Background: an optimization exercise with open tools, aiming at small area. Do not read the settings as production practice. RTL that was checked went through simulation tests only; none was proved equivalent to the original. The RTL of run 2 was laid out without a check of its function. No activity file was given, so power comes from the tool's default toggle rates.

## flow/design.v (module list and top-level ports; edited modules follow where they fit)
// module p_fa: 4 lines
// module p_fac: 4 lines
// module p_ha: 4 lines
// module p_nor2: 3 lines
// module p_or2: 3 lines
// module p_and2: 3 lines
// module p_inv: 3 lines
// module p_xor2: 3 lines
// module p_xnor2: 3 lines
// module p_xor3: 3 lines
// module p_a222oi: 3 lines
// module magnitude_wrapper: 1020 lines
module magnitude_wrapper(
	input aclk,
	input aresetn,
	input s_i_data_valid,
	output reg s_o_data_ready,
	input [31:0] s_i_data,
	output reg m_o_data_valid,
	input m_i_data_ready,
	output [31:0] m_o_data
    );
  // ...
==> flow/flow/run.sh <==
#!/bin/bash
# Standard layout, but the port buffers are the smallest plain buffer and
# the clock tree uses smaller buffers without dummy loads.
set -euo pipefail
export BUFFER_PORTS_ARGS="-buffer_cell sky130_fd_sc_hd__buf_1"
export CTS_ARGS="-sink_clustering_enable -repair_clock_nets -dont_use_dummy_load -buf_list sky130_fd_sc_hd__clkbuf_8"
bash standard.sh finish > standard_flow.log 2>&1
==> flow/standard.sh <==
#!/bin/bash
# synth_recipe.tcl (not shown) runs the flow's synth.tcl, then flattens the netlist and writes it again
# the make line also repeats each setting of config.mk as NAME=value (left out here)
make -C /OpenROAD-flow-scripts/flow DESIGN_CONFIG=/design/flow/config.mk WORK_HOME=/design/flow/orfs CLKGATE_MAP_FILE= SYNTH_SCRIPT=/design/flow/synth_recipe.tcl "${@:-finish}"
==> flow/config.mk <==
export PLATFORM = sky130hd
export DESIGN_NAME = magnitude_wrapper
export DESIGN_NICKNAME = magnitude_wrapper
export VERILOG_FILES = /design/flow/design.v
export SDC_FILE = /design/flow/constraint.sdc
export NUM_CORES = 4
export LEC_CHECK = 0
export CAP_MARGIN = 20
export CORE_MARGIN = 2
export CORE_UTILIZATION = 40
export SLEW_MARGIN = 20
export SYNTH_HIERARCHICAL = 1
export SYNTH_MINIMUM_KEEP_SIZE = 0
==> flow/constraint.sdc <==
create_clock -name core_clock -period 10.0 [get_ports {aclk}]
set_input_delay 2.0000 -clock core_clock [delete_from_list [all_inputs] [get_ports {aclk}]]
set_output_delay 2.0000 -clock core_clock [all_outputs]
set_load 0.01 [all_outputs]
==> results.txt, run 1 <==
- The flow ran to the end and the layout has no timing, DRC or antenna violations.
- The count of multi-input gates is 389.
- The design draws 2.98 mW.
- Max-cap violations in this run came to 0.
- The residual overflow from global routing is 0.
- The smallest hold slack is 0.402 ns.
- In this run the deepest clock path goes through 2 buffers.
- Setup violations remaining at the end of the flow were counted as 0.
- The critical path start-end classification is in -> reg.
- After layout, the clock buffer instance count stands at 9.
- In this run the worst path has a maximum fanout of 3.
- Together, buffers and inverters on the worst path number 2.
- The count of cells in the finished layout, fillers not included, comes to 875.
- The switching share of total power is 44.4%.
- The count of final hold-check violations was 0.
- The hold path endpoint is ack$_DFF_P_.
- After clock tree synthesis, the repair step resized 0 gates.
- The number of hold buffers added after cts is 0.
- Yosys printed 7 warnings.
- In the final layout, the registers with the most flip-flops are cn: 32 flops, p: 32 flops.
- The cell type with the highest aggregate area in the netlist is sky130_fd_sc_hd__fa_1.
- Counting tap cells, the placed design contains a total of 866 instances.
- The maximum cell stage delay along the critical path is 0.47 ns.
- The type of the most critical hold path is reg -> reg.
- After synthesis the cells add up to 7030 um^2.
- The power per unit of standard cell area is 383 nW/um^2.
- Measured in cells, the most critical reg-to-reg path has a length of 24.
- Sorting the synthesized cells by area gives the leading types as sky130_fd_sc_hd__fa_1, sky130_fd_sc_hd__dfxtp_1, sky130_fd_sc_hd__edfxtp_1.
- The cell occurring most often along the worst timing path is sky130_fd_sc_hd__fa_1.
- Combinational cells consume a total of 2.07 mW.
- The compound-gate portion of the synthesized area is 7.48%.
- The overall track demand over capacity in global routing is 19.1%.
- The final layout contains a sequential cell count of 106.
- For this design the total switching power over the nets is 1.32 mW.
- The DRC violations left is 0.
- Across the VDD grid, the largest voltage drop is 209 uV.
- The most common cell in the synthesized netlist is sky130_fd_sc_hd__fa_1.
- The largest part of the power goes to combinational logic.
- The area-dominant cell class after layout is multi-input combinational cells.
==> run 2, diff against run 1 <==
--- a/flow/design.v
+++ b/flow/design.v
@@ -44,20 +44,20 @@
 	input m_i_data_ready,
 	output [31:0] m_o_data
     );
 	reg start, ack;
 	reg f2, f3;
 	reg [15:0] a_re, a_im;
 	reg [31:0] p;         
 	reg [31:0] cn;        
-	reg pc_12, cnc_12;
-	wire tc_12, cvc_12, cdc_12;
-	reg pc_21, cnc_21;
-	wire tc_21, cvc_21, cdc_21;
+	reg pc_13, cnc_13;
+	wire tc_13, cvc_13, cdc_13;
+	reg pc_22, cnc_22;
+	wire tc_22, cvc_22, cdc_22;
 	wire acc = s_i_data_valid & ~ack;
 	wire [15:0] xn;       
 	wire [31:0] t;        
 	wire [31:0] cv;       
 	wire [31:0] mo;
 	wire [31:0] cd;
 	wire sel_re = f2;
 	wire f1 = start & ~ack;
@@ -78,50 +78,50 @@
 	p_a222oi um8 (.a1(sel_re), .a2(a_re[8]), .b1(sel_im), .b2(a_im[8]), .c1(sel_pin), .c2(s_i_data[8]), .y(xn[8]));
 	p_a222oi um9 (.a1(sel_re), .a2(a_re[9]), .b1(sel_im), .b2(a_im[9]), .c1(sel_pin), .c2(s_i_data[9]), .y(xn[9]));
 	p_a222oi um10 (.a1(sel_re), .a2(a_re[10]), .b1(sel_im), .b2(a_im[10]), .c1(sel_pin), .c2(s_i_data[10]), .y(xn[10]));
 	p_a222oi um11 (.a1(sel_re), .a2(a_re[11]), .b1(sel_im), .b2(a_im[11]), .c1(sel_pin), .c2(s_i_data[11]), .y(xn[11]));
 	p_a222oi um12 (.a1(sel_re), .a2(a_re[12]), .b1(sel_im), .b2(a_im[12]), .c1(sel_pin), .c2(s_i_data[12]), .y(xn[12]));
 	p_a222oi um13 (.a1(sel_re), .a2(a_re[13]), .b1(sel_im), .b2(a_im[13]), .c1(sel_pin), .c2(s_i_data[13]), .y(xn[13]));
 	p_a222oi um14 (.a1(sel_re), .a2(a_re[14]), .b1(sel_im), .b2(a_im[14]), .c1(sel_pin), .c2(s_i_data[14]), .y(xn[14]));
 	p_a222oi um15 (.a1(sel_re), .a2(a_re[15]), .b1(sel_im), .b2(a_im[15]), .c1(sel_pin), .c2(s_i_data[15]), .y(xn[15]));
-	assign t[0] = s_731;
-	assign t[1] = s_734;
-	assign t[2] = s_737;
-	assign t[3] = s_740;
-	assign t[4] = s_743;
-	assign t[5] = s_746;
-	assign t[6] = s_749;
-	assign t[7] = s_752;
-	assign t[8] = s_755;
-	assign t[9] = s_758;
-	assign t[10] = s_761;
-	assign t[11] = s_764;
-	assign t[12] = s_767;
-	assign t[13] = s_770;
-	assign t[14] = s_773;
-	assign t[15] = s_776;
-	assign t[16] = s_779;
-	assign t[17] = s_782;
-	assign t[18] = s_785;
-	assign t[19] = s_788;
-	assign t[20] = s_791;
-	assign t[21] = s_626;
-	assign t[22] = s_644;
-	assign t[23] = s_659;
-	assign t[24] = s_674;
-	assign t[25] = s_686;
-	assign t[26] = s_698;
-	assign t[27] = s_707;
-	assign t[28] = s_716;
-	assign t[29] = s_722;
-	assign t[30] = s_728;
+	assign t[0] = s_728;
+	assign t[1] = s_731;
+	assign t[2] = s_734;
+	assign t[3] = s_737;
+	assign t[4] = s_740;
+	assign t[5] = s_743;
+	assign t[6] = s_746;
+	assign t[7] = s_749;
+	assign t[8] = s_752;
+	assign t[9] = s_755;
+	assign t[10] = s_758;
+	assign t[11] = s_761;
+	assign t[12] = s_764;
+	assign t[13] = s_767;
+	assign t[14] = s_770;
+	assign t[15] = s_773;
+	assign t[16] = s_776;
+	assign t[17] = s_779;
+	assign t[18] = s_782;
+	assign t[19] = s_785;
+	assign t[20] = s_788;
+	assign t[21] = s_791;
+	assign t[22] = s_641;
+	assign t[23] = s_656;
+	assign t[24] = s_671;
+	assign t[25] = s_683;
+	assign t[26] = s_695;
+	assign t[27] = s_704;
+	assign t[28] = s_713;
+	assign t[29] = s_719;
+	assign t[30] = s_725;
 	assign t[31] = s_798;
-	assign tc_12 = c_765;
-	assign tc_21 = c_792;
+	assign tc_13 = c_765;
+	assign tc_22 = c_792;
 	p_a222oi uc0 (.a1(ld_t), .a2(t[0]), .b1(ld_p), .b2(p[0]), .c1(hold), .c2(cv[0]), .y(cd[0]));
 	p_inv ui0 (.a(cn[0]), .y(cv[0]));
 	p_a222oi uc1 (.a1(ld_t), .a2(t[1]), .b1(ld_p), .b2(p[1]), .c1(hold), .c2(cv[1]), .y(cd[1]));
 	p_inv ui1 (.a(cn[1]), .y(cv[1]));
 	p_a222oi uc2 (.a1(ld_t), .a2(t[2]), .b1(ld_p), .b2(p[2]), .c1(hold), .c2(cv[2]), .y(cd[2]));
 	p_inv ui2 (.a(cn[2]), .y(cv[2]));
 	p_a222oi uc3 (.a1(ld_t), .a2(t[3]), .b1(ld_p), .b2(p[3]), .c1(hold), .c2(cv[3]), .y(cd[3]));
 	p_inv ui3 (.a(cn[3]), .y(cv[3]));
@@ -176,32 +176,33 @@
 	p_a222oi uc28 (.a1(ld_t), .a2(t[28]), .b1(ld_p), .b2(p[28]), .c1(hold), .c2(cv[28]), .y(cd[28]));
 	p_inv ui28 (.a(cn[28]), .y(cv[28]));
 	p_a222oi uc29 (.a1(ld_t), .a2(t[29]), .b1(ld_p), .b2(p[29]), .c1(hold), .c2(cv[29]), .y(cd[29]));
 	p_inv ui29 (.a(cn[29]), .y(cv[29]));
 	p_a222oi uc30 (.a1(ld_t), .a2(t[30]), .b1(ld_p), .b2(p[30]), .c1(hold), .c2(cv[30]), .y(cd[30]));
 	p_inv ui30 (.a(cn[30]), .y(cv[30]));
 	p_a222oi uc31 (.a1(ld_t), .a2(t[31]), .b1(ld_p), .b2(p[31]), .c1(hold), .c2(cv[31]), .y(cd[31]));
 	p_inv ui31 (.a(cn[31]), .y(cv[31]));
-	p_a222oi ucc12 (.a1(ld_t), .a2(tc_12), .b1(ld_p), .b2(pc_12), .c1(hold), .c2(cvc_12), .y(cdc_12));
-	p_inv uic12 (.a(cnc_12), .y(cvc_12));
-	p_a222oi ucc21 (.a1(ld_t), .a2(tc_21), .b1(ld_p), .b2(pc_21), .c1(hold), .c2(cvc_21), .y(cdc_21));
-	p_inv uic21 (.a(cnc_21), .y(cvc_21));
+	p_a222oi ucc13 (.a1(ld_t), .a2(tc_13), .b1(ld_p), .b2(pc_13), .c1(hold), .c2(cvc_13), .y(cdc_13));
+	p_inv uic13 (.a(cnc_13), .y(cvc_13));
+	p_a222oi ucc22 (.a1(ld_t), .a2(tc_22), .b1(ld_p), .b2(pc_22), .c1(hold), .c2(cvc_22), .y(cdc_22));
+	p_inv uic22 (.a(cnc_22), .y(cvc_22));
 	assign mo[0] = cv[0];
 	assign mo[1] = cv[1];
 	assign mo[2] = cv[2];
 	assign mo[3] = cv[3];
 	assign mo[4] = cv[4];
 	assign mo[5] = cv[5];
 	assign mo[6] = cv[6];
 	assign mo[7] = cv[7];
 	assign mo[8] = cv[8];
 	assign mo[9] = cv[9];
 	assign mo[10] = cv[10];
 	assign mo[11] = cv[11];
+	assign mo[12] = cv[12];
 	assign m_o_data = mo;
 	wire dg_1;
 	wire pp_3;
 	wire pp_5;
 	wire pp_7;
 	wire pp_9;
 	wire pp_11;
 	wire pp_13;
@@ -686,17 +687,16 @@
 	wire e_820;
 	wire e_822;
 	wire e_824;
 	wire e_826;
 	wire e_828;
 	wire e_830;
 	wire e_832;
 	wire e_834;
-	wire e_836;
   p_inv u2 (.a(xn[0]), .y(dg_1));
   p_nor2 u4 (.a(xn[0]), .b(xn[1]), .y(pp_3));
   p_nor2 u6 (.a(xn[0]), .b(xn[2]), .y(pp_5));
   p_nor2 u8 (.a(xn[0]), .b(xn[3]), .y(pp_7));
   p_nor2 u10 (.a(xn[0]), .b(xn[4]), .y(pp_9));
   p_nor2 u12 (.a(xn[0]), .b(xn[5]), .y(pp_11));
   p_nor2 u14 (.a(xn[0]), .b(xn[6]), .y(pp_13));
   p_nor2 u16 (.a(xn[0]), .b(xn[7]), .y(pp_15));
@@ -855,18 +855,18 @@
   p_and2 u322 (.a(p[24]), .b(pm), .y(pm_321));
   p_and2 u324 (.a(p[25]), .b(pm), .y(pm_323));
   p_and2 u326 (.a(p[26]), .b(pm), .y(pm_325));
   p_and2 u328 (.a(p[27]), .b(pm), .y(pm_327));
   p_and2 u330 (.a(p[28]), .b(pm), .y(pm_329));
   p_and2 u332 (.a(p[29]), .b(pm), .y(pm_331));
   p_and2 u334 (.a(p[30]), .b(pm), .y(pm_333));
   p_and2 u336 (.a(p[31]), .b(pm), .y(pm_335));
-  p_and2 u338 (.a(pc_12), .b(pm), .y(pmc_337));
-  p_and2 u340 (.a(pc_21), .b(pm), .y(pmc_339));
+  p_and2 u338 (.a(pc_13), .b(pm), .y(pmc_337));
+  p_and2 u340 (.a(pc_22), .b(pm), .y(pmc_339));
   p_fac u343 (.a(pm_305), .b(dg_201), .s(s_341), .co(c_342));
   p_fa u346 (.a(pm_277), .b(dg_33), .c(pp_3), .s(s_344), .co(c_345));
   p_fa u349 (.a(pm_279), .b(pp_5), .c(c_345), .s(s_347), .co(c_348));
   p_fa u352 (.a(pm_281), .b(dg_63), .c(pp_35), .s(s_350), .co(c_351));
   p_fa u355 (.a(pp_7), .b(s_350), .c(c_348), .s(s_353), .co(c_354));
   p_fa u358 (.a(pm_283), .b(pp_37), .c(pp_9), .s(s_356), .co(c_357));
   p_fa u361 (.a(c_351), .b(s_356), .c(c_354), .s(s_359), .co(c_360));
   p_fa u364 (.a(pm_285), .b(dg_91), .c(pp_11), .s(s_362), .co(c_363));
@@ -888,28 +888,28 @@
   p_fa u412 (.a(pp_97), .b(c_393), .c(s_404), .s(s_410), .co(c_411));
   p_fa u415 (.a(s_407), .b(c_396), .c(s_410), .s(s_413), .co(c_414));
   p_fa u418 (.a(c_399), .b(s_413), .c(c_402), .s(s_416), .co(c_417));
   p_fa u421 (.a(pm_295), .b(pp_121), .c(pp_21), .s(s_419), .co(c_420));
   p_fa u424 (.a(pp_49), .b(pp_75), .c(pp_99), .s(s_422), .co(c_423));
   p_fa u427 (.a(c_405), .b(c_408), .c(s_419), .s(s_425), .co(c_426));
   p_fa u430 (.a(s_422), .b(c_411), .c(s_425), .s(s_428), .co(c_429));
   p_fa u433 (.a(c_414), .b(s_428), .c(c_417), .s(s_431), .co(c_432));
-  p_fa u436 (.a(pm_297), .b(pmc_337), .c(dg_163), .s(s_434), .co(c_435));
-  p_fa u439 (.a(pp_101), .b(pp_123), .c(pp_143), .s(s_437), .co(c_438));
-  p_fa u442 (.a(pp_23), .b(pp_51), .c(pp_77), .s(s_440), .co(c_441));
-  p_fa u445 (.a(c_420), .b(s_434), .c(c_423), .s(s_443), .co(c_444));
-  p_fa u448 (.a(s_437), .b(s_440), .c(c_426), .s(s_446), .co(c_447));
-  p_fa u451 (.a(s_443), .b(c_429), .c(s_446), .s(s_449), .co(c_450));
-  p_fa u454 (.a(pm_299), .b(pp_103), .c(pp_125), .s(s_452), .co(c_453));
-  p_fa u457 (.a(pp_145), .b(pp_25), .c(pp_53), .s(s_455), .co(c_456));
-  p_fa u460 (.a(pp_79), .b(c_435), .c(c_438), .s(s_458), .co(c_459));
-  p_fa u463 (.a(c_441), .b(s_452), .c(s_455), .s(s_461), .co(c_462));
-  p_fa u466 (.a(c_444), .b(s_458), .c(s_461), .s(s_464), .co(c_465));
-  p_fa u469 (.a(c_447), .b(s_464), .c(c_450), .s(s_467), .co(c_468));
+  p_fa u436 (.a(pm_297), .b(dg_163), .c(pp_101), .s(s_434), .co(c_435));
+  p_fa u439 (.a(pp_123), .b(pp_143), .c(pp_23), .s(s_437), .co(c_438));
+  p_fa u442 (.a(pp_51), .b(pp_77), .c(c_420), .s(s_440), .co(c_441));
+  p_fa u445 (.a(c_423), .b(s_434), .c(s_437), .s(s_443), .co(c_444));
+  p_fa u448 (.a(c_426), .b(s_440), .c(s_443), .s(s_446), .co(c_447));
+  p_fa u451 (.a(c_429), .b(s_446), .c(c_432), .s(s_449), .co(c_450));
+  p_fa u454 (.a(pm_299), .b(pmc_337), .c(pp_103), .s(s_452), .co(c_453));
+  p_fa u457 (.a(pp_125), .b(pp_145), .c(pp_25), .s(s_455), .co(c_456));
+  p_fa u460 (.a(pp_53), .b(pp_79), .c(c_435), .s(s_458), .co(c_459));
+  p_fa u463 (.a(c_438), .b(s_452), .c(s_455), .s(s_461), .co(c_462));
+  p_fa u466 (.a(c_441), .b(s_458), .c(c_444), .s(s_464), .co(c_465));
+  p_fa u469 (.a(s_461), .b(c_447), .c(s_464), .s(s_467), .co(c_468));
   p_fa u472 (.a(pm_301), .b(dg_183), .c(pp_105), .s(s_470), .co(c_471));
   p_fa u475 (.a(pp_127), .b(pp_147), .c(pp_165), .s(s_473), .co(c_474));
   p_fa u478 (.a(pp_27), .b(pp_55), .c(pp_81), .s(s_476), .co(c_477));
   p_fa u481 (.a(c_453), .b(c_456), .c(s_470), .s(s_479), .co(c_480));
   p_fa u484 (.a(s_473), .b(s_476), .c(c_459), .s(s_482), .co(c_483));
   p_fa u487 (.a(c_462), .b(s_479), .c(s_482), .s(s_485), .co(c_486));
   p_fa u490 (.a(c_465), .b(s_485), .c(c_468), .s(s_488), .co(c_489));
   p_fa u493 (.a(pm_303), .b(pp_107), .c(pp_129), .s(s_491), .co(c_492));
@@ -947,110 +947,109 @@
   p_fa u589 (.a(c_564), .b(s_581), .c(c_567), .s(s_587), .co(c_588));
   p_fa u592 (.a(s_584), .b(c_570), .c(s_587), .s(s_590), .co(c_591));
   p_fa u595 (.a(pm_313), .b(dg_231), .c(pp_139), .s(s_593), .co(c_594));
   p_fa u598 (.a(pp_159), .b(pp_177), .c(pp_193), .s(s_596), .co(c_597));
   p_fa u601 (.a(pp_207), .b(pp_219), .c(c_576), .s(s_599), .co(c_600));
   p_fa u604 (.a(c_579), .b(s_593), .c(s_596), .s(s_602), .co(c_603));
   p_fa u607 (.a(c_582), .b(s_599), .c(c_585), .s(s_605), .co(c_606));
   p_fa u610 (.a(s_602), .b(c_588), .c(s_605), .s(s_608), .co(c_609));
-  p_fa u613 (.a(pm_315), .b(pmc_339), .c(pp_161), .s(s_611), .co(c_612));
-  p_fa u616 (.a(pp_179), .b(pp_195), .c(pp_209), .s(s_614), .co(c_615));
-  p_fa u619 (.a(pp_221), .b(c_594), .c(c_597), .s(s_617), .co(c_618));
-  p_fa u622 (.a(s_611), .b(s_614), .c(c_600), .s(s_620), .co(c_621));
-  p_fa u625 (.a(c_603), .b(s_617), .c(s_620), .s(s_623), .co(c_624));
-  p_fa u628 (.a(c_606), .b(s_623), .c(c_609), .s(s_626), .co(c_627));
-  p_fa u631 (.a(pm_317), .b(dg_243), .c(pp_181), .s(s_629), .co(c_630));
-  p_fa u634 (.a(pp_197), .b(pp_211), .c(pp_223), .s(s_632), .co(c_633));
-  p_fa u637 (.a(pp_233), .b(c_612), .c(c_615), .s(s_635), .co(c_636));
-  p_fa u640 (.a(s_629), .b(s_632), .c(c_618), .s(s_638), .co(c_639));
-  p_fa u643 (.a(s_635), .b(c_621), .c(s_638), .s(s_641), .co(c_642));
-  p_fa u646 (.a(c_624), .b(s_641), .c(c_627), .s(s_644), .co(c_645));
-  p_fa u649 (.a(pm_319), .b(pp_199), .c(pp_213), .s(s_647), .co(c_648));
-  p_fa u652 (.a(pp_225), .b(pp_235), .c(c_630), .s(s_650), .co(c_651));
-  p_fa u655 (.a(c_633), .b(s_647), .c(c_636), .s(s_653), .co(c_654));
-  p_fa u658 (.a(s_650), .b(c_639), .c(s_653), .s(s_656), .co(c_657));
-  p_fa u661 (.a(c_642), .b(s_656), .c(c_645), .s(s_659), .co(c_660));
-  p_fa u664 (.a(pm_321), .b(dg_253), .c(pp_215), .s(s_662), .co(c_663));
-  p_fa u667 (.a(pp_227), .b(pp_237), .c(pp_245), .s(s_665), .co(c_666));
-  p_fa u670 (.a(c_648), .b(s_662), .c(s_665), .s(s_668), .co(c_669));
-  p_fa u673 (.a(c_651), .b(s_668), .c(c_654), .s(s_671), .co(c_672));
-  p_fa u676 (.a(c_657), .b(s_671), .c(c_660), .s(s_674), .co(c_675));
-  p_fa u679 (.a(pm_323), .b(pp_229), .c(pp_239), .s(s_677), .co(c_678));
-  p_fa u682 (.a(pp_247), .b(c_663), .c(c_666), .s(s_680), .co(c_681));
-  p_fa u685 (.a(s_677), .b(c_669), .c(s_680), .s(s_683), .co(c_684));
-  p_fa u688 (.a(s_683), .b(c_672), .c(c_675), .s(s_686), .co(c_687));
-  p_fa u691 (.a(pm_325), .b(dg_261), .c(pp_241), .s(s_689), .co(c_690));
-  p_fa u694 (.a(pp_249), .b(pp_255), .c(c_678), .s(s_692), .co(c_693));
-  p_fa u697 (.a(s_689), .b(c_681), .c(s_692), .s(s_695), .co(c_696));
-  p_fa u700 (.a(c_684), .b(s_695), .c(c_687), .s(s_698), .co(c_699));
-  p_fa u703 (.a(pm_327), .b(pp_251), .c(pp_257), .s(s_701), .co(c_702));
-  p_fa u706 (.a(c_690), .b(s_701), .c(c_693), .s(s_704), .co(c_705));
-  p_fa u709 (.a(c_696), .b(s_704), .c(c_699), .s(s_707), .co(c_708));
-  p_fa u712 (.a(pm_329), .b(dg_267), .c(pp_259), .s(s_710), .co(c_711));
-  p_fa u715 (.a(pp_263), .b(c_702), .c(s_710), .s(s_713), .co(c_714));
-  p_fa u718 (.a(s_713), .b(c_705), .c(c_708), .s(s_716), .co(c_717));
-  p_fa u721 (.a(pm_331), .b(pp_265), .c(c_711), .s(s_719), .co(c_720));
-  p_fa u724 (.a(c_714), .b(s_719), .c(c_717), .s(s_722), .co(c_723));
-  p_fa u727 (.a(pm_333), .b(dg_271), .c(pp_269), .s(s_725), .co(c_726));
-  p_fa u730 (.a(s_725), .b(c_720), .c(c_723), .s(s_728), .co(c_729));
-  p_ha u733 (.a(pm_273), .b(dg_1), .s(s_731), .co(c_732));
-  p_ha u736 (.a(pm_275), .b(c_732), .s(s_734), .co(c_735));
-  p_ha u739 (.a(c_735), .b(s_344), .s(s_737), .co(c_738));
-  p_ha u742 (.a(c_738), .b(s_347), .s(s_740), .co(c_741));
-  p_ha u745 (.a(c_741), .b(s_353), .s(s_743), .co(c_744));
-  p_ha u748 (.a(c_744), .b(s_359), .s(s_746), .co(c_747));
-  p_ha u751 (.a(c_747), .b(s_368), .s(s_749), .co(c_750));
-  p_ha u754 (.a(c_750), .b(s_377), .s(s_752), .co(c_753));
-  p_ha u757 (.a(c_753), .b(s_389), .s(s_755), .co(c_756));
-  p_ha u760 (.a(c_756), .b(s_401), .s(s_758), .co(c_759));
-  p_ha u763 (.a(c_759), .b(s_416), .s(s_761), .co(c_762));
-  p_ha u766 (.a(c_762), .b(s_431), .s(s_764), .co(c_765));
-  p_ha u769 (.a(s_449), .b(c_432), .s(s_767), .co(c_768));
-  p_ha u772 (.a(s_467), .b(c_768), .s(s_770), .co(c_771));
-  p_ha u775 (.a(s_488), .b(c_771), .s(s_773), .co(c_774));
-  p_ha u778 (.a(s_509), .b(c_774), .s(s_776), .co(c_777));
-  p_fa u781 (.a(s_530), .b(c_510), .c(c_777), .s(s_779), .co(c_780));
-  p_fa u784 (.a(s_551), .b(c_531), .c(c_780), .s(s_782), .co(c_783));
-  p_fa u787 (.a(s_572), .b(c_552), .c(c_783), .s(s_785), .co(c_786));
-  p_fa u790 (.a(s_590), .b(c_573), .c(c_786), .s(s_788), .co(c_789));
-  p_fa u793 (.a(s_608), .b(c_591), .c(c_789), .s(s_791), .co(c_792));
-  p_xor2 u795 (.a(pm_335), .b(c_726), .y(s_794));
-  p_xor2 u797 (.a(s_794), .b(c_729), .y(s_796));
+  p_fa u613 (.a(pm_315), .b(pp_161), .c(pp_179), .s(s_611), .co(c_612));
+  p_fa u616 (.a(pp_195), .b(pp_209), .c(pp_221), .s(s_614), .co(c_615));
+  p_fa u619 (.a(c_594), .b(c_597), .c(s_611), .s(s_617), .co(c_618));
+  p_fa u622 (.a(s_614), .b(c_600), .c(c_603), .s(s_620), .co(c_621));
+  p_fa u625 (.a(s_617), .b(c_606), .c(s_620), .s(s_623), .co(c_624));
+  p_fa u628 (.a(pm_317), .b(pmc_339), .c(dg_243), .s(s_626), .co(c_627));
+  p_fa u631 (.a(pp_181), .b(pp_197), .c(pp_211), .s(s_629), .co(c_630));
+  p_fa u634 (.a(pp_223), .b(pp_233), .c(c_612), .s(s_632), .co(c_633));
+  p_fa u637 (.a(s_626), .b(c_615), .c(s_629), .s(s_635), .co(c_636));
+  p_fa u640 (.a(c_618), .b(s_632), .c(s_635), .s(s_638), .co(c_639));
+  p_fa u643 (.a(c_621), .b(s_638), .c(c_624), .s(s_641), .co(c_642));
+  p_fa u646 (.a(pm_319), .b(pp_199), .c(pp_213), .s(s_644), .co(c_645));
+  p_fa u649 (.a(pp_225), .b(pp_235), .c(c_627), .s(s_647), .co(c_648));
+  p_fa u652 (.a(c_630), .b(s_644), .c(c_633), .s(s_650), .co(c_651));
+  p_fa u655 (.a(s_647), .b(c_636), .c(s_650), .s(s_653), .co(c_654));
+  p_fa u658 (.a(c_639), .b(s_653), .c(c_642), .s(s_656), .co(c_657));
+  p_fa u661 (.a(pm_321), .b(dg_253), .c(pp_215), .s(s_659), .co(c_660));
+  p_fa u664 (.a(pp_227), .b(pp_237), .c(pp_245), .s(s_662), .co(c_663));
+  p_fa u667 (.a(c_645), .b(s_659), .c(s_662), .s(s_665), .co(c_666));
+  p_fa u670 (.a(c_648), .b(s_665), .c(c_651), .s(s_668), .co(c_669));
+  p_fa u673 (.a(c_654), .b(s_668), .c(c_657), .s(s_671), .co(c_672));
+  p_fa u676 (.a(pm_323), .b(pp_229), .c(pp_239), .s(s_674), .co(c_675));
+  p_fa u679 (.a(pp_247), .b(c_660), .c(c_663), .s(s_677), .co(c_678));
+  p_fa u682 (.a(s_674), .b(c_666), .c(s_677), .s(s_680), .co(c_681));
+  p_fa u685 (.a(s_680), .b(c_669), .c(c_672), .s(s_683), .co(c_684));
+  p_fa u688 (.a(pm_325), .b(dg_261), .c(pp_241), .s(s_686), .co(c_687));
+  p_fa u691 (.a(pp_249), .b(pp_255), .c(c_675), .s(s_689), .co(c_690));
+  p_fa u694 (.a(s_686), .b(c_678), .c(s_689), .s(s_692), .co(c_693));
+  p_fa u697 (.a(c_681), .b(s_692), .c(c_684), .s(s_695), .co(c_696));
+  p_fa u700 (.a(pm_327), .b(pp_251), .c(pp_257), .s(s_698), .co(c_699));
+  p_fa u703 (.a(c_687), .b(s_698), .c(c_690), .s(s_701), .co(c_702));
+  p_fa u706 (.a(c_693), .b(s_701), .c(c_696), .s(s_704), .co(c_705));
+  p_fa u709 (.a(pm_329), .b(dg_267), .c(pp_259), .s(s_707), .co(c_708));
+  p_fa u712 (.a(pp_263), .b(c_699), .c(s_707), .s(s_710), .co(c_711));
+  p_fa u715 (.a(s_710), .b(c_702), .c(c_705), .s(s_713), .co(c_714));
+  p_fa u718 (.a(pm_331), .b(pp_265), .c(c_708), .s(s_716), .co(c_717));
+  p_fa u721 (.a(c_711), .b(s_716), .c(c_714), .s(s_719), .co(c_720));
+  p_fa u724 (.a(pm_333), .b(dg_271), .c(pp_269), .s(s_722), .co(c_723));
+  p_fa u727 (.a(s_722), .b(c_717), .c(c_720), .s(s_725), .co(c_726));
+  p_ha u730 (.a(pm_273), .b(dg_1), .s(s_728), .co(c_729));
+  p_ha u733 (.a(pm_275), .b(c_729), .s(s_731), .co(c_732));
+  p_ha u736 (.a(c_732), .b(s_344), .s(s_734), .co(c_735));
+  p_ha u739 (.a(c_735), .b(s_347), .s(s_737), .co(c_738));
+  p_ha u742 (.a(c_738), .b(s_353), .s(s_740), .co(c_741));
+  p_ha u745 (.a(c_741), .b(s_359), .s(s_743), .co(c_744));
+  p_ha u748 (.a(c_744), .b(s_368), .s(s_746), .co(c_747));
+  p_ha u751 (.a(c_747), .b(s_377), .s(s_749), .co(c_750));
+  p_ha u754 (.a(c_750), .b(s_389), .s(s_752), .co(c_753));
+  p_ha u757 (.a(c_753), .b(s_401), .s(s_755), .co(c_756));
+  p_ha u760 (.a(c_756), .b(s_416), .s(s_758), .co(c_759));
+  p_ha u763 (.a(c_759), .b(s_431), .s(s_761), .co(c_762));
+  p_ha u766 (.a(c_762), .b(s_449), .s(s_764), .co(c_765));
+  p_ha u769 (.a(s_467), .b(c_450), .s(s_767), .co(c_768));
+  p_ha u772 (.a(s_488), .b(c_768), .s(s_770), .co(c_771));
+  p_ha u775 (.a(s_509), .b(c_771), .s(s_773), .co(c_774));
+  p_fa u778 (.a(s_530), .b(c_510), .c(c_774), .s(s_776), .co(c_777));
+  p_fa u781 (.a(s_551), .b(c_531), .c(c_777), .s(s_779), .co(c_780));
+  p_fa u784 (.a(s_572), .b(c_552), .c(c_780), .s(s_782), .co(c_783));
+  p_fa u787 (.a(s_590), .b(c_573), .c(c_783), .s(s_785), .co(c_786));
+  p_fa u790 (.a(s_608), .b(c_591), .c(c_786), .s(s_788), .co(c_789));
+  p_fa u793 (.a(c_609), .b(s_623), .c(c_789), .s(s_791), .co(c_792));
+  p_xor2 u795 (.a(pm_335), .b(c_723), .y(s_794));
+  p_xor2 u797 (.a(s_794), .b(c_726), .y(s_796));
   p_inv u799 (.a(s_796), .y(s_798));
-  p_ha u801 (.a(cv[12]), .b(cvc_12), .s(mo[12]), .co(e_800));
-  p_ha u803 (.a(cv[13]), .b(e_800), .s(mo[13]), .co(e_802));
-  p_ha u805 (.a(cv[14]), .b(e_802), .s(mo[14]), .co(e_804));
-  p_ha u807 (.a(cv[15]), .b(e_804), .s(mo[15]), .co(e_806));
-  p_ha u809 (.a(cv[16]), .b(e_806), .s(mo[16]), .co(e_808));
-  p_ha u811 (.a(cv[17]), .b(e_808), .s(mo[17]), .co(e_810));
-  p_ha u813 (.a(cv[18]), .b(e_810), .s(mo[18]), .co(e_812));
-  p_ha u815 (.a(cv[19]), .b(e_812), .s(mo[19]), .co(e_814));
-  p_ha u817 (.a(cv[20]), .b(e_814), .s(mo[20]), .co(e_816));
-  p_fa u819 (.a(cv[21]), .b(cvc_21), .c(e_816), .s(mo[21]), .co(e_818));
-  p_ha u821 (.a(cv[22]), .b(e_818), .s(mo[22]), .co(e_820));
-  p_ha u823 (.a(cv[23]), .b(e_820), .s(mo[23]), .co(e_822));
-  p_ha u825 (.a(cv[24]), .b(e_822), .s(mo[24]), .co(e_824));
-  p_ha u827 (.a(cv[25]), .b(e_824), .s(mo[25]), .co(e_826));
-  p_ha u829 (.a(cv[26]), .b(e_826), .s(mo[26]), .co(e_828));
-  p_ha u831 (.a(cv[27]), .b(e_828), .s(mo[27]), .co(e_830));
-  p_ha u833 (.a(cv[28]), .b(e_830), .s(mo[28]), .co(e_832));
-  p_ha u835 (.a(cv[29]), .b(e_832), .s(mo[29]), .co(e_834));
-  p_ha u837 (.a(cv[30]), .b(e_834), .s(mo[30]), .co(e_836));
-  p_xor2 u838 (.a(cv[31]), .b(e_836), .y(mo[31]));
+  p_ha u801 (.a(cv[13]), .b(cvc_13), .s(mo[13]), .co(e_800));
+  p_ha u803 (.a(cv[14]), .b(e_800), .s(mo[14]), .co(e_802));
+  p_ha u805 (.a(cv[15]), .b(e_802), .s(mo[15]), .co(e_804));
+  p_ha u807 (.a(cv[16]), .b(e_804), .s(mo[16]), .co(e_806));
+  p_ha u809 (.a(cv[17]), .b(e_806), .s(mo[17]), .co(e_808));
+  p_ha u811 (.a(cv[18]), .b(e_808), .s(mo[18]), .co(e_810));
+  p_ha u813 (.a(cv[19]), .b(e_810), .s(mo[19]), .co(e_812));
+  p_ha u815 (.a(cv[20]), .b(e_812), .s(mo[20]), .co(e_814));
+  p_ha u817 (.a(cv[21]), .b(e_814), .s(mo[21]), .co(e_816));
+  p_fa u819 (.a(cv[22]), .b(cvc_22), .c(e_816), .s(mo[22]), .co(e_818));
+  p_ha u821 (.a(cv[23]), .b(e_818), .s(mo[23]), .co(e_820));
+  p_ha u823 (.a(cv[24]), .b(e_820), .s(mo[24]), .co(e_822));
+  p_ha u825 (.a(cv[25]), .b(e_822), .s(mo[25]), .co(e_824));
+  p_ha u827 (.a(cv[26]), .b(e_824), .s(mo[26]), .co(e_826));
+  p_ha u829 (.a(cv[27]), .b(e_826), .s(mo[27]), .co(e_828));
+  p_ha u831 (.a(cv[28]), .b(e_828), .s(mo[28]), .co(e_830));
+  p_ha u833 (.a(cv[29]), .b(e_830), .s(mo[29]), .co(e_832));
+  p_ha u835 (.a(cv[30]), .b(e_832), .s(mo[30]), .co(e_834));
+  p_xor2 u836 (.a(cv[31]), .b(e_834), .y(mo[31]));
 	always @(posedge aclk) begin
 		start <= acc | (start & ~ack & aresetn);
 		s_o_data_ready <= acc | (s_o_data_ready & aresetn);
 		ack <= start;
 		f2 <= acc & start;
 		f3 <= f2;
 		if (m_i_data_ready) m_o_data_valid <= ack;
 		else if (!aresetn) m_o_data_valid <= 1'b0;
 		a_re <= s_i_data[15:0];
 		if (acc) a_im <= s_i_data[31:16];
 		p <= t;
 		cn <= cd;
-		pc_12 <= tc_12;
-		cnc_12 <= cdc_12;
-		pc_21 <= tc_21;
-		cnc_21 <= cdc_21;
+		pc_13 <= tc_13;
+		cnc_13 <= cdc_13;
+		pc_22 <= tc_22;
+		cnc_22 <= cdc_22;
 	end
 endmodule
==> run 2 against run 1 <==
Compared with the run above:
- first-iteration DRC count rose by 16%
- utilization rose by 0.15 points
- total power grew 0.50%
- cell area increased by 0.32%
- worst setup slack got worse by 0.046 ns
- routed wire length decreased by 2.9%
- combinational power is essentially flat
- final cell count is the same
- non-clock buffer count up 1
- critical path depth grew 1
- register-to-register slack lost 0.03 ns
==> results.txt, run 2 <==
- Outcome: finished clean (unchanged).
- Leading cell types by count after synthesis: sky130_fd_sc_hd__fa_1, sky130_fd_sc_hd__nor2_1, sky130_fd_sc_hd__dfxtp_1, sky130_fd_sc_hd__inv_1, sky130_fd_sc_hd__a222oi_1 (unchanged).
- The highest net fanout along the worst path is 3 (unchanged).
- The number of non-filler instances in the completed layout is 875 (unchanged).
- The floorplan row count is 48 (unchanged).
- The DRC violations left is 0 (unchanged).
- The overall track demand over capacity in global routing came to 18.5% (was 19.1%).
- The final setup violation count is 0 (unchanged).
- The placer's final routability congestion estimate is 0.859 (was 0.826).
- The first-pass GRT wire length is 26.3 mm (was 27.0 mm).
- The violation count after the first detailed-routing iteration was 501 (was 431).
- The clock sink count is 106 (unchanged).
- The element type at the critical path start is a primary input (unchanged).
- The number of setup buffers added after CTS was 0 (unchanged).
- The share of the core filled with cells is 45.2% (was 45.1%).
- The HPWL after detailed placement came to 11.4 mm (was 11.5 mm).
- The switching share of total power came to 43.5% (was 44.4%).
- The die extent in y came to 137 um (about the same).
- The critical path start-end classification is in -> reg (unchanged).
- The largest clock skew in the final design is 0.0445 ns (was 0.0434 ns).
- The most frequently used flop master after synthesis is sky130_fd_sc_hd__dfxtp_1 (unchanged).
- The type of the most critical hold path is reg -> reg (unchanged).
- The slew at the pin with the worst max-slew slack is 0.952 ns (was 0.978 ns).
- The instance count of the mapped netlist is 564 (unchanged).
- The worst hold path cell count is 1 (was 0).
- The final-report max-slew violation count came to 0 (unchanged).
- The post-placement worst setup slack is 0.231 ns (was 0.267 ns).
- The number of iterations in the first detailed-routing pass was 8 (unchanged).
- The net switching power was 1.30 mW (was 1.32 mW).
- The initial antenna violation count is 0 (unchanged).
- The total CTS buffers is 9 (unchanged).
- The number of synthesized flops with an enable pin came to 17 (unchanged).
- The cell count after placement is 866 (unchanged).
- The via count of the first global-routing pass is 5289 (was 5351).
- The number of filler instances in the final layout is 1608 (was 1591).
- The total wirelength of the detailed-routed design came to 15.5 mm (was 16.0 mm).
- The total number of yosys warnings is 7 (unchanged).
- The fraction of final layout cells sized beyond drive strength 1 came to 7.85% (was 5.54%).
- The clock latency on the worst-skew pair came to 0.40 ns (was 0.41 ns).
- Regs by FF count: cn: 32 flops, p: 32 flops (unchanged).
- The number of synthesized register bits is 106 (unchanged).
- Largest cells by area after synthesis: sky130_fd_sc_hd__fa_1, sky130_fd_sc_hd__dfxtp_1, sky130_fd_sc_hd__edfxtp_1 (unchanged).
- The fraction of synthesized cell area taken by the top area cell type is 38.5% (was 38.4%).
- The depth of the CTS H-tree is 3 (unchanged).
- The number of hold buffers added after cts was 0 (unchanged).
- The horizontal die dimension is 137 um (about the same).
- The initial standard-cell utilization of the core is 40.8% (about the same).
- The worst slew slack as a fraction of its limit was 36.3% (was 34.5%).
- The area of the core is 17200 um^2 (unchanged).
- The proportion of power drawn by flip-flops and latches is 23.1% (was 23.2%).
- The number of distinct library cells after synthesis is 15 (unchanged).
- The overall die area is 18600 um^2 (was 18700 um^2).
- The share of flip-flops with an asynchronous set or reset after synthesis is 0% (unchanged).
- The I/O pin total is 70 (unchanged).
- The final setup slack of the worst path is 0.625 ns (was 0.671 ns).
- The average cell area after synthesis is 12.5 um^2 (about the same).
- The sequential element share of the synthesized area was 32.6% (about the same).
- The number of nets in the final layout came to 857 (was 858).
- The post-cts repair resize count was 0 (unchanged).
- The layout-stage area growth over the synthesis result came to 11.0% (was 10.6%).
- Top library cells by usage in the layout, fill and taps aside: sky130_fd_sc_hd__fa_1, sky130_fd_sc_hd__nor2_1, sky130_fd_sc_hd__dfxtp_1 (unchanged).
- The power per unit of standard cell area is 384 nW/um^2 (was 383 nW/um^2).
- The reported max-cap violation count was 0 (unchanged).
- The maximum clock rate is 0.107 GHz (about the same).
- The most common cell after layout, fill and taps aside was sky130_fd_sc_hd__fa_1 (unchanged).
- The average via count per standard cell is 5.27 (was 5.34).
- The leakage power figure is 3.51 nW (was 3.54 nW).
- The clock transition time at the flip-flop clock pins of the worst setup and hold paths is 0.12 ns (was 0.09 ns).
- The type of destination of the critical path is a flop (unchanged).
- The largest net degree at the start of global routing came to 35 (was 38).
- The part of the cycle the worst path needs is 93.8% (was 93.3%).
- The total internal power was 1.69 mW (was 1.66 mW).
- The proportion of power drawn by combinational gates is 69.9% (was 69.6%).
- The clock period minus final worst setup slack is 9.38 ns (was 9.33 ns).
- The required time of the worst setup path is 10.28 ns (was 10.29 ns).
- The cell type with the highest aggregate area in the netlist is sky130_fd_sc_hd__fa_1 (unchanged).
- The largest buffer count on any clock path was 2 (unchanged).
- The proportion of power drawn by the clock network is 7.1% (was 7.2%).
- The cell count of the worst reg-to-reg path is 25 (was 24).
- The maximum vdd drop is 267 uV (was 209 uV).
- The most common cell in the synthesized netlist is sky130_fd_sc_hd__fa_1 (unchanged).
- The arrival time of data at the critical path endpoint was 9.65 ns (was 9.62 ns).
- The CTS tree is built (unchanged).
- The synthesized area is 7020 um^2 (was 7030 um^2).
- The count of antenna-violating nets left after detailed routing was 0 (unchanged).
- The number of diodes added for antenna fixing came to 0 (unchanged).
- The count of final hold-check violations was 0 (unchanged).
- The wire length per cell after detailed routing is 17.8 um (was 18.3 um).
- The total vias in the final route was 4615 (was 4673).
- The residual overflow from global routing is 0 (unchanged).
- The post-synthesis net count is 769 (was 770).
- RSZ-0062 raised after global routing: false (unchanged).
- The number of port buffers was 69 (unchanged).
- The buffer cell driving the clock tree root is sky130_fd_sc_hd__clkbuf_8 (unchanged).
[run 2: cell count changes after synthesis, sizes merged]
cell,before,now
ha,35,34
buf,12,13
[run 2: Yosys stat by module, one instance, submodules excluded]
module,cell area [um^2],cells
magnitude_wrapper,2460,133
p_fac,27.5,5
p_fa,20.0,1
p_ha,12.5,1
p_a222oi,10.0,1
p_xor2,8.76,1
p_and2,6.26,1
p_or2,6.26,1
p_inv,3.75,1
p_nor2,3.75,1
[run 2: cells by family (layout without fill, tap and decap cells)]
group                      count (synthesis)  in the layout  synth area share, %
buffers and inverters                     70            156                 4.44
DFF                                      106            106                 32.6
AOI/OAI and AO/OA                         54             54                 7.48
and+or+nand+nor                          162            162                 10.5
xor gates and xnor gates                   3              3                0.374
adders and majority gates                169            169                 44.5
[run 2: final timing paths]
| kind | slack, ns | to | startpoint |
|---|---|---|---|
| max reg2reg | 1.45 | cn[21]$_DFF_P_ | ack$_DFF_P_ |
| max | 0.62 | cn[21]$_DFF_P_ | s_i_data[1] |
| min reg2reg | 0.40 | cn[27]$_DFF_P_ | p[27]$_DFF_P_ |
| min | 0.40 | cn[27]$_DFF_P_ | p[27]$_DFF_P_ |
[run 2: power groups by stage]
| stage | sequential, mW | clock [mW] | combinational, mW |
|---|---|---|---|
| finish | 0.691 | 0.211 | 2.09 |
| global route | 0.706 | 0.236 | 2.43 |
| CTS | 0.691 | 0.223 | 2.13 |
| detailed placement | 0.699 | 0 | 2.09 |
| global placement | 0.696 | 0 | 2.04 |
| floorplan | 0.682 | 0 | 1.62 |
[run 2: per-stage QoR]
stage	power (mW)	setup TNS [ns]	hold slack, ns	instance area [um^2]
2_1_floorplan	2.30	-0.0797	0.372	7070
3_3_place_gp	2.74	0	0.387	7670
3_5_place_dp	2.79	0	0.401	7670
4_1_cts	3.05	0	0.402	7800
5_1_grt	3.38	0	0.401	7800
6_report	3.00	0	0.397	7800
[run 2: worst max-delay path, cell delays in order]
cell and delay [ns]:
sky130_fd_sc_hd__buf_1 0.11, sky130_fd_sc_hd__a222oi_1 0.46, sky130_fd_sc_hd__inv_1 0.14, sky130_fd_sc_hd__fa_2 0.41, sky130_fd_sc_hd__fa_2 0.37, sky130_fd_sc_hd__fa_2 0.35
sky130_fd_sc_hd__fa_2 0.37, sky130_fd_sc_hd__fa_2 0.36, sky130_fd_sc_hd__fa_2 0.35, sky130_fd_sc_hd__fa_2 0.35, sky130_fd_sc_hd__fa_2 0.35, sky130_fd_sc_hd__fa_2 0.35
sky130_fd_sc_hd__fa_2 0.35, sky130_fd_sc_hd__fa_2 0.34, sky130_fd_sc_hd__ha_2 0.18, sky130_fd_sc_hd__ha_1 0.18, sky130_fd_sc_hd__ha_2 0.18, sky130_fd_sc_hd__fa_2 0.34
sky130_fd_sc_hd__fa_2 0.35, sky130_fd_sc_hd__fa_2 0.34, sky130_fd_sc_hd__fa_2 0.34, sky130_fd_sc_hd__fa_2 0.35, sky130_fd_sc_hd__fa_2 0.42, sky130_fd_sc_hd__a222oi_1 0.32
[run 2: area by class of cell]
cell class,instances,area [um^2],share of cell area (%)
flip-flops and latches,106,2290,29.4
multi-input cells,388,4470,57.3
clock buffers,9,124,1.59
inverters,57,214,2.74
well taps,225,282,3.61
repair buffers,90,417,5.34
[run 2: routing by layer]
metal  wire (um)  part of all wire, %  GRT usage, %  vias to the layer above
li1            -                    -             -                     2059
met1        6550                   42          23.9                     2384
met2        7740                   50          30.9                      150
met3         916                  5.9          3.56                       22
met4         329                  2.1          7.35                        0
met5           0                    0             0                        -

-- port drivers added, routing unchanged --
The flow's constraints put no driver on any port. The routed layouts listed below were extracted and timed again, unchanged, in two steps.
Step 1 assumes that a clkbuf_16 drives the clock port and a buf_2 every other input.
Step 2, shift: input delay + t, output delay - t, t = (earliest + latest rising clock arrival at the registers) / 2. This alone moves slack from input paths to output paths.
Slacks: no drivers / after step 1 / after step 2; pairs: no drivers / after step 1.
run	t (ns)	setup WS [ns]	hold slack, ns	worst data-port slew with drivers (ns)
run 1	0.425	0.671 / 0.685 / 0.260	0.402 / 0.402 / 0.402	0.04
run 2	0.419	0.625 / 0.642 / 0.222	0.397 / 0.397 / 0.397	0.05
After both steps setup and hold are still met in every run listed. For run 1, which loses most, drivers alone change the setup slack by +0.014 ns; drivers and shift together by -0.411 ns.
